Background: an optimization exercise with open tools, aiming at small area and a short achievable clock period. Do not read the settings as production practice.

== delta ==
## LDL_crc32_dn_check
module LDL_crc32_dn_check #(parameter NUM = 16)(
  input  [8*NUM -1:0]        data,  
  input  [$clog2(NUM) -1:0]  bnum,  
  input         valid,
  input         eof  ,
  output reg    err  ,
  input         rst_n,
  input         clk
);
reg  [31:0] s;       
wire [15:1] en, dis;
crc_lanes u_lanes (.eof(eof), .bnum(bnum), .en(en), .dis(dis));
wire [1025:0] t;
assign t[0] = ~data[120] ^ s[0];
assign t[1] = ~data[121] ^ s[1];
assign t[2] = ~data[122] ^ s[2];
assign t[3] = ~data[123] ^ s[3];
assign t[4] = ~data[124] ^ s[4];
assign t[5] = ~data[125] ^ s[5];
assign t[6] = ~data[126] ^ s[6];
assign t[7] = ~data[127] ^ s[7];
wire m8;
crc_nand2 n8 (.a(data[112]), .b(en[1]), .y(m8));
assign t[8] = m8 ^ s[8];
wire m9;
crc_nor2 n9 (.a(data[113]), .b(dis[1]), .y(m9));
assign t[9] = m9 ^ s[9];
wire m10;
crc_nor2 n10 (.a(data[114]), .b(dis[1]), .y(m10));
assign t[10] = m10 ^ s[10];
wire m11;
crc_nor2 n11 (.a(data[115]), .b(dis[1]), .y(m11));
assign t[11] = m11 ^ s[11];
wire m12;
crc_nor2 n12 (.a(data[116]), .b(dis[1]), .y(m12));
assign t[12] = m12 ^ s[12];
wire m13;
crc_nand2 n13 (.a(data[117]), .b(en[1]), .y(m13));
assign t[13] = m13 ^ s[13];
wire m14;
crc_nand2 n14 (.a(data[118]), .b(en[1]), .y(m14));
assign t[14] = m14 ^ s[14];
wire m15;
crc_nand2 n15 (.a(data[119]), .b(en[1]), .y(m15));
assign t[15] = m15 ^ s[15];
wire m16;
crc_nor2 n16 (.a(data[104]), .b(dis[2]), .y(m16));
assign t[16] = m16 ^ s[16];
wire m17;
crc_nand2 n17 (.a(data[105]), .b(en[2]), .y(m17));
assign t[17] = m17 ^ s[17];
wire m18;
crc_nor2 n18 (.a(data[106]), .b(dis[2]), .y(m18));
assign t[18] = m18 ^ s[18];
wire m19;
crc_nor2 n19 (.a(data[107]), .b(dis[2]), .y(m19));
assign t[19] = m19 ^ s[19];
wire m20;
  ...
For scale: roughly 1200 cells after synthesis, roughly 33 flip-flops, ~140 I/O pins, ~10000 um^2 of cells after synthesis.
Settings: LEC_CHECK=0, ABC_CLOCK_PERIOD_IN_PS=1500, CAP_MARGIN=20, CORE_MARGIN=2, CORE_UTILIZATION=50, SLEW_MARGIN=20, SYNTH_HIERARCHICAL=1, SYNTH_MINIMUM_KEEP_SIZE=0; clock period 24.0 ns.
standard.sh (not shown) runs the stock make flow with config.mk's settings and CLKGATE_MAP_FILE= SYNTH_SCRIPT=/design/flow/synth_recipe.tcl, a recipe that flattens the netlist after the stock synthesis.
==> flow/flow/run.sh <==
#!/bin/bash
set -euo pipefail
export BUFFER_PORTS_ARGS="-buffer_cell sky130_fd_sc_hd__buf_1"
bash standard.sh SETUP_SLACK_MARGIN=14 finish > make_finish.log 2>&1
The flow did not stop early for delta: all stages ran, and the layout cleared the timing, DRC and antenna checks.
> inputs changed (delta -> alpha)
==> flow/flow/run.sh <==
#!/bin/bash
set -euo pipefail
export BUFFER_PORTS_ARGS="-buffer_cell sky130_fd_sc_hd__buf_1"
bash standard.sh SETUP_SLACK_MARGIN=16 finish > make_finish.log 2>&1
--- outcome ---
alpha did not finish; the tool stopped in 5_1_grt with error GRT-0232. delta and alpha ended up with roughly the same post-synthesis share of cell area spent on xor and xnor gates. Higher final estimated routing congestion in global placement among delta and alpha: alpha. Reported for delta and alpha, compound-cell area share of the yosys netlist turned out identical to the last digit. Number of gates resized after CTS on alpha is up relative to delta. Any difference in synthesized netlist cell count between delta and alpha is small enough to ignore. Cell count after placement down 10 in alpha wrt delta.
No functional check of the RTL was part of any run of this note.

========
north:
Another version of the RTL of LDL_crc32_dn_check (not shown whole).
Size in the first run: roughly 1300 cells after synthesis, ~33 flip-flops, roughly 140 I/O pins.
==> flow/config.mk <==
export PLATFORM = sky130hd
export DESIGN_NAME = LDL_crc32_dn_check
export DESIGN_NICKNAME = LDL_crc32_dn_check
export VERILOG_FILES = /design/flow/design.v
export SDC_FILE = /design/flow/constraint.sdc
export NUM_CORES = 4
export LEC_CHECK = 0
export ABC_CLOCK_PERIOD_IN_PS = 1500
export CAP_MARGIN = 20
export CORE_MARGIN = 2
export CORE_UTILIZATION = 50
export SLEW_MARGIN = 20
export SYNTH_HIERARCHICAL = 1
export SYNTH_MINIMUM_KEEP_SIZE = 0
==> flow/constraint.sdc <==
create_clock -name core_clock -period 24.0 [get_ports {clk}]
set_input_delay 4.8000 -clock core_clock [delete_from_list [all_inputs] [get_ports {clk}]]
set_output_delay 4.8000 -clock core_clock [all_outputs]
set_load 0.01 [all_outputs]
==> flow/flow/run.sh <==
#!/bin/bash
set -euo pipefail
export BUFFER_PORTS_ARGS="-buffer_cell sky130_fd_sc_hd__buf_1"
bash standard.sh SETUP_SLACK_MARGIN=0 finish > make_finish.log 2>&1
For south, these inputs were changed with respect to north:
==> flow/flow/run.sh <==
#!/bin/bash
set -euo pipefail
export BUFFER_PORTS_ARGS="-buffer_cell sky130_fd_sc_hd__buf_1"
bash standard.sh SETUP_SLACK_MARGIN=14 finish > make_finish.log 2>&1
### Flow results
Maximum frequency up about 12% in south wrt north
Comparing south and north, the higher layout overhead on the synthesized area is on south.
Compared with north, south shows a total number of cells along the worst setup path that is 1 higher.
The lower sequential share of layout area came out of south.
Input-level comparison between east and south:
==> flow/run.sh (new file) <==
#!/bin/bash
# synth_recipe.tcl (not shown) runs the flow's synth.tcl, then flattens the netlist and writes it again
# the make line also repeats each setting of config.mk as NAME=value (left out here)
make -C /OpenROAD-flow-scripts/flow DESIGN_CONFIG=/design/flow/config.mk WORK_HOME=/design/flow/orfs CLKGATE_MAP_FILE= SYNTH_SCRIPT=/design/flow/synth_recipe.tcl finish
removed: flow/flow/run.sh
removed: flow/standard.sh
Between south and east, non-clock buffer count decreased. Diff south and east: smallest setup slack after layout higher in south. From south to east, clock buffer count in the final layout did not move at all. ~same post-layout instance count excluding filler cells in south and east.
No run of this note included a check of the RTL's function; only the layout flow was run.

========
Another version of the RTL of LDL_crc32_dn_check (not shown whole).
For scale: roughly 1200 cells after synthesis, roughly 33 flip-flops, ~140 I/O pins, ~0.0099 mm2 of cells after synthesis.
Settings: LEC_CHECK=0, ABC_CLOCK_PERIOD_IN_PS=1500, CAP_MARGIN=20, CORE_MARGIN=2, CORE_UTILIZATION=50, PLACE_DENSITY=0.85, SLEW_MARGIN=20, SYNTH_HIERARCHICAL=1, SYNTH_MINIMUM_KEEP_SIZE=0; clock period 24.0 ns.
==> flow/flow/run.sh <==
#!/bin/bash
# Layout: the standard ORFS flow (standard.sh) with the standard synthesis, and these
# changes to how the rest of the layout is made:
#  - port buffers are sky130_fd_sc_hd__buf_1 cells (buffer_ports -buffer_cell) instead of
#    the delay-buffer cells buffer_ports picks by default;
#  - after synthesis, the delay cells (clkdlybuf4s*, dlygate*, dlymetal*) join the
#    platform's DONT_USE_CELLS, so placement and repair do not use them;
set -euo pipefail
bash standard.sh synth > make_synth.log 2>&1
export BUFFER_PORTS_ARGS="-buffer_cell sky130_fd_sc_hd__buf_1"
DU="sky130_fd_sc_hd__probe_p_8 sky130_fd_sc_hd__probec_p_8 sky130_fd_sc_hd__lpflow_bleeder_1 sky130_fd_sc_hd__lpflow_clkbufkapwr_1 sky130_fd_sc_hd__lpflow_clkbufkapwr_16 sky130_fd_sc_hd__lpflow_clkbufkapwr_2 sky130_fd_sc_hd__lpflow_clkbufkapwr_4 sky130_fd_sc_hd__lpflow_clkbufkapwr_8 sky130_fd_sc_hd__lpflow_clkinvkapwr_1 sky130_fd_sc_hd__lpflow_clkinvkapwr_16 sky130_fd_sc_hd__lpflow_clkinvkapwr_2 sky130_fd_sc_hd__lpflow_clkinvkapwr_4 sky130_fd_sc_hd__lpflow_clkinvkapwr_8 sky130_fd_sc_hd__lpflow_decapkapwr_12 sky130_fd_sc_hd__lpflow_decapkapwr_3 sky130_fd_sc_hd__lpflow_decapkapwr_4 sky130_fd_sc_hd__lpflow_decapkapwr_6 sky130_fd_sc_hd__lpflow_decapkapwr_8 sky130_fd_sc_hd__lpflow_inputiso0n_1 sky130_fd_sc_hd__lpflow_inputiso0p_1 sky130_fd_sc_hd__lpflow_inputiso1n_1 sky130_fd_sc_hd__lpflow_inputiso1p_1 sky130_fd_sc_hd__lpflow_inputisolatch_1 sky130_fd_sc_hd__lpflow_isobufsrc_1 sky130_fd_sc_hd__lpflow_isobufsrc_16 sky130_fd_sc_hd__lpflow_isobufsrc_2 sky130_fd_sc_hd__lpflow_isobufsrc_4 sky130_fd_sc_hd__lpflow_isobufsrc_8 sky130_fd_sc_hd__lpflow_isobufsrckapwr_16 sky130_fd_sc_hd__lpflow_lsbuf_lh_hl_isowell_tap_1 sky130_fd_sc_hd__lpflow_lsbuf_lh_hl_isowell_tap_2 sky130_fd_sc_hd__lpflow_lsbuf_lh_hl_isowell_tap_4 sky130_fd_sc_hd__lpflow_lsbuf_lh_isowell_4 sky130_fd_sc_hd__lpflow_lsbuf_lh_isowell_tap_1 sky130_fd_sc_hd__lpflow_lsbuf_lh_isowell_tap_2 sky130_fd_sc_hd__lpflow_lsbuf_lh_isowell_tap_4"
DU="$DU sky130_fd_sc_hd__clkdlybuf4s15_1 sky130_fd_sc_hd__clkdlybuf4s15_2 sky130_fd_sc_hd__clkdlybuf4s18_1 sky130_fd_sc_hd__clkdlybuf4s18_2 sky130_fd_sc_hd__clkdlybuf4s25_1 sky130_fd_sc_hd__clkdlybuf4s25_2 sky130_fd_sc_hd__clkdlybuf4s50_1 sky130_fd_sc_hd__clkdlybuf4s50_2 sky130_fd_sc_hd__dlygate4sd1_1 sky130_fd_sc_hd__dlygate4sd2_1 sky130_fd_sc_hd__dlygate4sd3_1 sky130_fd_sc_hd__dlymetal6s2s_1 sky130_fd_sc_hd__dlymetal6s4s_1 sky130_fd_sc_hd__dlymetal6s6s_1"
bash standard.sh "DONT_USE_CELLS=$DU" SETUP_SLACK_MARGIN=14 finish > make_finish.log 2>&1
The first run passed the timing, DRC and antenna checks.
Edit:
- CORE_UTILIZATION: 50 -> 40
- PLACE_DENSITY: 0.85 -> 0.8
Area after synthesis stays the same. Die area increases by a quarter to a third. Count of clock-buffer cells in the layout grows by 1. Utilization shrinks by 11 points. Hold slack hardly moves. Worst setup slack gets better by 0.14 ns. Cell area grows slightly. First-iteration DRC count drops by a little under a tenth. Critical path depth climbs by 1.
Edit:
- CORE_UTILIZATION: 40 -> 50
- PLACE_DENSITY: 0.8 -> 0.75
The changed run finished with timing, DRC and antenna clean.
Non-clock buffer count climbs by 1.
Utilization is higher by 10 points.
Final area falls by a few percent.
Die area falls by about a fifth.
Register-to-register slack gets better by 0.09 ns.
Routed wire length fell by a little under a tenth.
Critical path depth goes down by 1.
Edit:
--- a/flow/flow/run.sh
+++ b/flow/flow/run.sh
@@ -12,2 +12,2 @@
 DU="$DU sky130_fd_sc_hd__clkdlybuf4s15_1 sky130_fd_sc_hd__clkdlybuf4s15_2 sky130_fd_sc_hd__clkdlybuf4s18_1 sky130_fd_sc_hd__clkdlybuf4s18_2 sky130_fd_sc_hd__clkdlybuf4s25_1 sky130_fd_sc_hd__clkdlybuf4s25_2 sky130_fd_sc_hd__clkdlybuf4s50_1 sky130_fd_sc_hd__clkdlybuf4s50_2 sky130_fd_sc_hd__dlygate4sd1_1 sky130_fd_sc_hd__dlygate4sd2_1 sky130_fd_sc_hd__dlygate4sd3_1 sky130_fd_sc_hd__dlymetal6s2s_1 sky130_fd_sc_hd__dlymetal6s4s_1 sky130_fd_sc_hd__dlymetal6s6s_1"
-bash standard.sh "DONT_USE_CELLS=$DU" SETUP_SLACK_MARGIN=14 finish > make_finish.log 2>&1
+bash standard.sh "DONT_USE_CELLS=$DU" SETUP_SLACK_MARGIN=13 finish > make_finish.log 2>&1
Design area decreases by 2.9%.
Synthesized area stays the same.
Synthesized cell count does not change.
Setup slack is worse by 0.95 ns.
Non-clock buffer count decreases by 4.
Die area does not change.
Count of clock-buffer cells in the layout stays the same.
No run of this note included a check of the RTL's function; only the layout flow was run.

## static timing again, ports no longer ideal
No port has a modelled driver above. Below, the same layouts with a new extraction and two added sets of constraints.
Step 1 sets driving cells, clkbuf_16 on the clock port and buf_2 on the other inputs (assumed; they add their load-dependent delay and slew).
Step 2, shift: input delay + t, output delay - t, t = (earliest + latest rising clock arrival at the registers) / 2. This alone moves slack from input paths to output paths.
Slacks: ideal / step 1 / step 2; pairs: ideal / step 1.
run	t (ns)	slack for setup (ns)	worst hold slack (ns)	pins driven straight from the clock port
delta	0.316	13.988 / 13.996 / 13.681	0.491 / 0.491 / 0.491	1
north	0.312	12.913 / 12.921 / 12.609	0.500 / 0.500 / 0.500	1
south	0.313	14.098 / 14.112 / 13.799	0.503 / 0.503 / 0.503	1
east	0.314	12.443 / 12.454 / 12.140	0.508 / 0.508 / 0.508	1
the first run of note 3	0.309	13.847 / 13.851 / 13.542	0.493 / 0.493 / 0.493	1
the second run of note 3	0.317	13.991 / 14.003 / 13.686	0.494 / 0.494 / 0.494	1
the third run of note 3	0.306	14.001 / 14.011 / 13.705	0.492 / 0.492 / 0.492	1
the fourth run of note 3	0.309	13.049 / 13.055 / 12.746	0.490 / 0.490 / 0.490	1
After both steps setup and hold are still met in every run listed. The setup slack of delta, which loses most, moves by +0.008 ns with the drivers and by -0.307 ns with both steps.
